From an optimization exercise on the open Yosys and OpenROAD flow, aimed at small area; shortcuts taken in it are not production practice. The RTL was checked by simulation tests, not by an equivalence proof against the original design. The flow treats the clock pin as an ideal source. Dropping or thinning the clock tree relies on that and would not hold on a real chip. Power is estimated from default activity; no workload was simulated.

==> 12-18: inputs <==
// TOP_PWM_RAINBOW
module TOP_PWM_RAINBOW
(
input wire clk,
input wire rst,
output wire[2:0] rgb,
input wire [3:0] sw
);
reg [2:0] q;
reg [8:0] d;       
reg [2:0] seg;
reg [5:0] off;
wire q_zero = !q[2] && !q[0];
wire q_four = q[2] && !q[1];
wire step   = q_four && (d[7:0] == 8'd0) && d[8];
reg seg_end;
always @(*)
begin
    case (seg)
    3'd0:    seg_end = (off == 6'd45);
    3'd1:    seg_end = (off == 6'd44);
    3'd2:    seg_end = (off == 6'd45);
    3'd3:    seg_end = (off == 6'd62);
    3'd4:    seg_end = (off == 6'd63);
    3'd5:    seg_end = (off == 6'd49);
    default: seg_end = 1'b1;
    endcase
end
wire [5:0] off_start = (seg == 3'd2 || seg == 3'd3 || seg == 3'd4) ? 6'd19 : 6'd0;
always @(posedge clk)
begin
    if (rst)
    begin
        q   <= 3'b100;
        d   <= 9'd0;
        seg <= 3'd7;
        off <= 6'd0;
    end
    else
    begin
        q <= {q[1:0], !q[2] && !q[1]};
        if (q_zero)
            d <= d + 9'd1;
        if (step || seg == 3'd7)
        begin
            if (seg_end)
            begin
                seg <= (seg == 3'd6 || seg == 3'd7) ? 3'd0 : seg + 3'd1;
                off <= off_start;
            end
            else
                off <= off + 6'd1;
        end
    end
end
wire [6:0] sum = {1'b0, d[5:0]} + {1'b0, off};
wire lt  = (d[5:0] < off);    
wire cy  = sum[6];            
wire lo  = (d[7:6] == 2'b00);
wire hi  = (d[7:6] != 2'b11);
reg r, g, b;
always @(*)
begin
    case (seg)
    3'd0:    begin r = 1'b1;              g = lo && lt;         b = 1'b0;             end
    3'd1:    begin r = hi || !cy;         g = (d[7:0] < 8'd46); b = 1'b0;             end
    3'd2:    begin r = (d[7:0] < 8'd211); g = (d[7:0] < 8'd46); b = lo && lt;         end
    3'd3:    begin r = (d[7:0] < 8'd211); g = lo && !cy;        b = (d[7:0] < 8'd45); end
    3'd4:    begin r = hi || lt;          g = (d[7:0] == 8'd0); b = (d[7:0] < 8'd45); end
    3'd5:    begin r = 1'b1;              g = (d[7:0] == 8'd0); b = lo && !cy;        end
    3'd6:    begin r = 1'b1;              g = 1'b0;             b = 1'b0;             end
    default: begin r = 1'b0;              g = 1'b0;             b = 1'b0;             end
    endcase
end
assign rgb = {b, g, r};
endmodule
==> module TOP_PWM_RAINBOW, before the edit <==
module TOP_PWM_RAINBOW
(
input wire clk,
input wire rst,
output wire[2:0] rgb,
input wire [3:0] sw
);
reg [2:0] q;
reg [8:0] d;       
reg [2:0] seg;
reg [5:0] off;
wire q_zero = !q[2] && !q[0];
wire q_four = q[2] && !q[1];
wire step   = q_four && (d[7:0] == 8'd0) && d[8];
reg seg_end;
always @(*)
begin
    case (seg)
    3'd0:    seg_end = (off == 6'd45);
    3'd1:    seg_end = (off == 6'd44);
    3'd2:    seg_end = (off == 6'd45);
    3'd3:    seg_end = (off == 6'd62);
    3'd4:    seg_end = (off == 6'd63);
    3'd5:    seg_end = (off == 6'd49);
    default: seg_end = 1'b1;
    endcase
end
wire [5:0] off_start = (seg == 3'd2 || seg == 3'd3 || seg == 3'd4) ? 6'd19 : 6'd0;
always @(posedge clk)
begin
    if (rst)
    begin
        q   <= 3'b100;
        d   <= 9'd0;
        seg <= 3'd7;
        off <= 6'd0;
    end
    else
    begin
        q <= {q[1:0], !q[2] && !q[1]};
        if (q_zero)
            d <= d + 9'd1;
        if (step || seg == 3'd7)
        begin
            if (seg_end)
            begin
                seg <= (seg == 3'd6 || seg == 3'd7) ? 3'd0 : seg + 3'd1;
                off <= off_start;
            end
            else
                off <= off + 6'd1;
        end
    end
end
wire [6:0] sum = {1'b0, d[5:0]} + {1'b0, off};
wire lt  = (d[5:0] < off);    
wire cy  = sum[6];            
wire lo  = (d[7:6] == 2'b00);
wire hi  = (d[7:6] != 2'b11);
reg r, g, b;
always @(*)
begin
    case (seg)
    3'd0:    begin r = 1'b1;              g = lo && lt;         b = 1'b0;             end
    3'd1:    begin r = hi || !cy;         g = (d[7:0] < 8'd46); b = 1'b0;             end
    3'd2:    begin r = (d[7:0] < 8'd211); g = (d[7:0] < 8'd46); b = lo && lt;         end
    3'd3:    begin r = (d[7:0] < 8'd211); g = lo && !cy;        b = (d[7:0] < 8'd45); end
    3'd4:    begin r = hi || lt;          g = (d[7:0] == 8'd0); b = (d[7:0] < 8'd45); end
    3'd5:    begin r = 1'b1;              g = (d[7:0] == 8'd0); b = lo && !cy;        end
    3'd6:    begin r = 1'b1;              g = 1'b0;             b = 1'b0;             end
    default: begin r = 1'b0;              g = 1'b0;             b = 1'b0;             end
    endcase
end
assign rgb = {b, g, r};
endmodule
export LEC_CHECK = 0
export ABC_AREA = 1
export CAP_MARGIN = 20
export CORE_AREA = 3 3 67 67
export DIE_AREA = 0 0 70 70
export PLACE_DENSITY = 0.8
export SLEW_MARGIN = 20
create_clock -name core_clock -period 8.0 [get_ports {clk}]
standard.sh (not shown) runs the stock make flow with config.mk's settings and CLKGATE_MAP_FILE= SYNTH_SCRIPT=/design/flow/synth_recipe.tcl, a recipe that flattens the netlist after the stock synthesis.
==> flow/flow/run.sh <==
#!/bin/bash
# Own layout flow: the standard flow (standard.sh) with these changes.
#  1. Synthesis runs the standard flow's synthesis script (synth_recipe.tcl, so the registers
#     and their names are the standard synthesis's) with the combinational logic
#     mapped by a stronger ABC script (flow/area.abc) and without the adder
#     extraction step.
#  2. Instead of a clock tree, a few clock buffers drive all registers
#     (flow/cts.tcl).
#  3. The ports are buffered with the smallest buffer.
# Each tool's output goes to a log of its own in this folder.
set -euo pipefail
W=$(pwd)
F=$W/flow

cat > $W/own_synth.tcl <<EOT
proc abc {args} {
  set i [lsearch -exact \$args -script]
  if {\$i >= 0} { set args [lreplace \$args \$i [expr {\$i + 1}] -script $F/area.abc] }
  yosys abc {*}\$args
}
source $W/synth_recipe.tcl
EOT

bash standard.sh SYNTH_SCRIPT=$W/own_synth.tcl ADDER_MAP_FILE= synth > $W/synth.log 2>&1
bash standard.sh "PRE_CTS_TCL=$F/cts.tcl" "CLOCK_BUFFER=sky130_fd_sc_hd__clkbuf_4" "CLOCK_BUFFERS=2" "BUFFER_PORTS_ARGS=-buffer_cell sky130_fd_sc_hd__buf_1" finish > $W/layout.log 2>&1
==> flow/flow/area.abc <==
strash
ifraig
scorr
dc2
strash
&get -n
&deepsyn -I 1 -J 300 -S 2
&put
dch -f
amap
topo
==> flow/flow/cts.tcl <==
# Sourced by ORFS's cts.tcl before clock tree synthesis (PRE_CTS_TCL). The
# design has few registers, so instead of TritonCTS's tree, CLOCK_BUFFERS
# buffers of type CLOCK_BUFFER, each at the centre of its share of the
# registers (split along the longer side of their spread), drive them all; the
# clock port feeds only these buffers.
proc clock_tree_synthesis {args} {
  set block [ord::get_db_block]
  set master [[ord::get_db] findMaster $::env(CLOCK_BUFFER)]
  set nbuf $::env(CLOCK_BUFFERS)
  set clk [$block findNet clk]
  set sinks {}
  foreach it [$clk getITerms] {
    set bb [[$it getInst] getBBox]
    lappend sinks [list [expr {([$bb xMin] + [$bb xMax]) / 2}] [expr {([$bb yMin] + [$bb yMax]) / 2}] $it]
  }
  set xs [lsort -integer [lmap s $sinks {lindex $s 0}]]
  set ys [lsort -integer [lmap s $sinks {lindex $s 1}]]
  set axis [expr {([lindex $xs end] - [lindex $xs 0]) >= ([lindex $ys end] - [lindex $ys 0]) ? 0 : 1}]
  set sinks [lsort -integer -index $axis $sinks]
  set n [llength $sinks]
  for {set k 0} {$k < $nbuf} {incr k} {
    set part [lrange $sinks [expr {$k * $n / $nbuf}] [expr {($k + 1) * $n / $nbuf - 1}]]
    set inst [odb::dbInst_create $block $master clkbuf_${k}_clk]
    set net [odb::dbNet_create $block clknet_${k}_clk]
    $net setSigType CLOCK
    set sx 0
    set sy 0
    foreach s $part {
      incr sx [lindex $s 0]
      incr sy [lindex $s 1]
      set it [lindex $s 2]
      $it disconnect
      $it connect $net
    }
    [$inst findITerm A] connect $clk
    [$inst findITerm X] connect $net
    $inst setLocation [expr {$sx / [llength $part]}] [expr {$sy / [llength $part]}]
    $inst setPlacementStatus PLACED
    puts "clock buffer $k: [llength $part] registers"
  }
  global_connect
  set_propagated_clock [all_clocks]
}
==> 08-11 (differences from 12-18) <==
--- a/flow/flow/run.sh
+++ b/flow/flow/run.sh
@@ -6,3 +6,3 @@
 #     extraction step.
-#  2. Instead of a clock tree, a few clock buffers drive all registers
+#  2. Instead of a clock tree, one clock buffer drives all registers
 #     (flow/cts.tcl).
@@ -24,2 +24,2 @@
 bash standard.sh SYNTH_SCRIPT=$W/own_synth.tcl ADDER_MAP_FILE= synth > $W/synth.log 2>&1
-bash standard.sh "PRE_CTS_TCL=$F/cts.tcl" "CLOCK_BUFFER=sky130_fd_sc_hd__clkbuf_4" "CLOCK_BUFFERS=2" "BUFFER_PORTS_ARGS=-buffer_cell sky130_fd_sc_hd__buf_1" finish > $W/layout.log 2>&1
+bash standard.sh "PRE_CTS_TCL=$F/cts.tcl" "ONE_CLOCK_BUFFER=sky130_fd_sc_hd__clkbuf_8" "BUFFER_PORTS_ARGS=-buffer_cell sky130_fd_sc_hd__buf_1" finish > $W/layout.log 2>&1
==> flow/flow/cts.tcl (replaced) <==
# Sourced by ORFS's cts.tcl before clock tree synthesis (PRE_CTS_TCL). The
# design has few registers, so instead of TritonCTS's tree one clock buffer,
# placed at the centre of the registers, drives all of them; the clock port
# then feeds only that buffer.
proc clock_tree_synthesis {args} {
  set block [ord::get_db_block]
  set dbu [$block getDbUnitsPerMicron]
  set net [$block findNet clk]
  set xs 0
  set ys 0
  set n 0
  foreach it [$net getITerms] {
    set bb [[$it getInst] getBBox]
    incr xs [expr {([$bb xMin] + [$bb xMax]) / 2}]
    incr ys [expr {([$bb yMin] + [$bb yMax]) / 2}]
    incr n
  }
  set x [expr {double($xs) / $n / $dbu}]
  set y [expr {double($ys) / $n / $dbu}]
  puts "one clock buffer for $n clock pins at ($x, $y)"
  insert_buffer -buffer_cell $::env(ONE_CLOCK_BUFFER) -net clk -location [list $x $y] \
    -buffer_name clkbuf_0_clk -net_name clknet_0_clk
  [$block findNet clknet_0_clk] setSigType CLOCK
  set_propagated_clock [all_clocks]
}
PLACE_DENSITY = default   (was 0.8)
==> 02-17 (differences from 12-18) <==
==> flow/design.v (replaced) <==
`timescale 1ns / 1ps
module PWM_ENHANCED #(parameter R = 10)
(
input wire clk,
input wire rst,
input wire[31:0] dvsr,
input wire[R:0] duty,
output wire pwm_out
);
reg[31:0] q_reg;
reg[R-1:0] d_reg;
reg pwm_reg;
wire tick = (q_reg == 0);
always@(posedge clk or posedge rst)
begin
    if(rst)
    begin
        q_reg <= 0;
        d_reg <= 0;
        pwm_reg <= 0;
    end
    else
    begin
        q_reg <= (q_reg == dvsr) ? 0 : (q_reg + 1'b1);
        d_reg <= tick ? (d_reg + 1) : d_reg;
        pwm_reg <= ({1'b0, d_reg} < duty);
    end
end
assign pwm_out = pwm_reg;
endmodule
`timescale 1ns / 1ps
module TOP_PWM_RAINBOW
(
input wire clk,
input wire rst,
output wire[2:0] rgb,
input wire [3:0] sw
);
localparam [2:0] G_UP = 3'd0, R_DN = 3'd5, B_UP = 3'd2, G_DN = 3'd4, R_UP = 3'd1, B_DN = 3'd6, WHITE = 3'd3, RST = 3'd7;
reg [2:0] q;
reg [8:0] d;       
reg [2:0] seg;
reg [5:0] off;
wire q_zero = !q[2] && !q[0];
wire q_four = q[2] && !q[1];
wire step   = q_four && (d[7:0] == 8'd0) && d[8];
wire adv    = step || (seg == RST);
reg       seg_end;
reg [2:0] seg_next;
reg [5:0] off_start;
always @(*)
begin
    case (seg)
    G_UP:    begin seg_end = ((off & 6'd45) == 6'd45); seg_next = R_DN; off_start = 6'd0; end
    R_DN:    begin seg_end = ((off & 6'd44) == 6'd44); seg_next = B_UP; off_start = 6'd0; end
    B_UP:    begin seg_end = ((off & 6'd45) == 6'd45); seg_next = G_DN; off_start = 6'd19; end
    G_DN:    begin seg_end = ((off & 6'd62) == 6'd62); seg_next = R_UP; off_start = 6'd19; end
    R_UP:    begin seg_end = ((off & 6'd63) == 6'd63); seg_next = B_DN; off_start = 6'd19; end
    B_DN:    begin seg_end = ((off & 6'd49) == 6'd49); seg_next = WHITE; off_start = 6'd0; end
    default: begin seg_end = 1'b1; seg_next = G_UP; off_start = 6'd0; end
    endcase
end
always @(posedge clk)
begin
    if (rst)
    begin
        q   <= 3'b100;
        d   <= 9'd0;
        seg <= RST;
        off <= 6'd0;
    end
    else
    begin
        q <= {q[1:0], !q[2] && !q[1]};
        if (q_zero)
            d <= d + 9'd1;
        if (adv)
        begin
            if (seg_end)
            begin
                seg <= seg_next;
                off <= off_start;
            end
            else
                off <= off + 6'd1;
        end
    end
end
wire [6:0] sum = {1'b0, d[5:0]} + {1'b0, off};
wire lt  = (d[5:0] < off);    
wire cy  = sum[6];            
wire lo  = (d[7:6] == 2'b00);
wire hi  = (d[7:6] != 2'b11);
wire       dn   = seg[2];
wire [1:0] ch   = seg[1:0];
wire       ramp = dn ? !cy : lt;
wire r = (ch == 2'd1) ? (hi || ramp) :
         (ch == 2'd3) ? !dn :
         ((ch == 2'd0) ^ dn) ? 1'b1 : (d[7:0] < 8'd211);
wire g = (ch == 2'd0) ? (lo && ramp) :
         (ch == 2'd3) ? 1'b0 :
         ((ch == 2'd1) ^ dn) ? (d[7:0] == 8'd0) : (d[7:0] < 8'd46);
wire b = (ch == 2'd2) ? (lo && ramp) :
         (ch == 2'd3) ? 1'b0 :
         ((ch == 2'd0) ^ dn) ? 1'b0 : (d[7:0] < 8'd45);
assign rgb = {b, g, r};
endmodule
==> flow/flow/area.abc (replaced) <==
strash
ifraig
scorr
dc2
strash
&get -n
&deepsyn -I 1 -J 300 -S 26
&put
dch -f
amap
topo
==> comparison table <==
| metric | 02-17 | 12-18 | 08-11 |
|---|---|---|---|
| Peak clock frequency supported by timing | 275.2 MHz | 266.7 MHz | - |
| Initial antenna violation count | 0 | 0 | - |
| Layout Skew | 0.002646 ns | 0.001186 ns | - |
| Multi-input gate share of the layout cell area | 0.4829 | 0.4946 | - |
| Placed Cells incl. Taps | 193 | 199 | 199 |
| Number of vias after detailed routing | 1028 | 1017 | - |
| Final Instance Area | 1132 um^2 | 1151 um^2 | - |
| Worst relative slew slack | 0.5260 | 0.6733 | - |
| Result of the run | timing/DRC/antenna clean | timing/DRC/antenna clean | stopped before the end |
| Last stage reached | - | - | clock tree synthesis |
| Post-placement setup slack | 4.599 ns | 4.465 ns | 4.498 ns |
| Setup TNS Final | 0 ns | 0 ns | - |
| Area after detailed placement | 1117 um^2 | 1136 um^2 | 1136 um^2 |
| Met2 track demand over resource | 0.1427 | 0.1207 | - |
| Lkg Pwr | 0.3477 nW | 0.3451 nW | - |
| Synth Area per Inst | 7.394 um^2 | 7.224 um^2 | 7.224 um^2 |
| Reg2reg end | off[1] | off[0] | - |
| Clock network fraction of design power | 0.137 | 0.180 | - |
| Number of cells on the worst hold path | 1 | 1 | - |
| Met3 track demand over resource | 0.008633 | 0.008633 | - |
| Critical Path Source Type | flip-flop | flip-flop | - |
| Hold/Removal Path Class | reg2reg | reg2reg | - |
In 12-18 and 02-17 the design's own scripts or RTL, not TritonCTS, make the clock network.

afterwards: timing with drivers on the ports:
No port has a modelled driver above. Below, the same layouts with a new extraction and two added sets of constraints.
Step 1, drivers: a clkbuf_16 drives clk and a buf_2 each remaining input, both assumed.
Step 2 times the ports against the registers' clock, not the clock port: input delays grow and output delays shrink by t, the midpoint of the rising clock arrivals with the driver on.
Three values: ideal, step 1, step 2; two values: the first two.
| run | shift t [ns] | setup WS [ns] | hold slack, ns | clock arrival spread, ns | worst register clock-pin slew, ns |
|---|---|---|---|---|---|
| 12-18 | 0.197 | 4.251 / 4.222 / 4.419 | 0.470 / 0.470 / 0.470 | 0.001 / 0.001 | 0.11 / 0.11 |
| 02-17 | 0.199 | 4.367 / 4.336 / 4.535 | 0.475 / 0.475 / 0.475 | 0.003 / 0.003 | 0.11 / 0.11 |
After both steps every run listed still meets setup and hold.
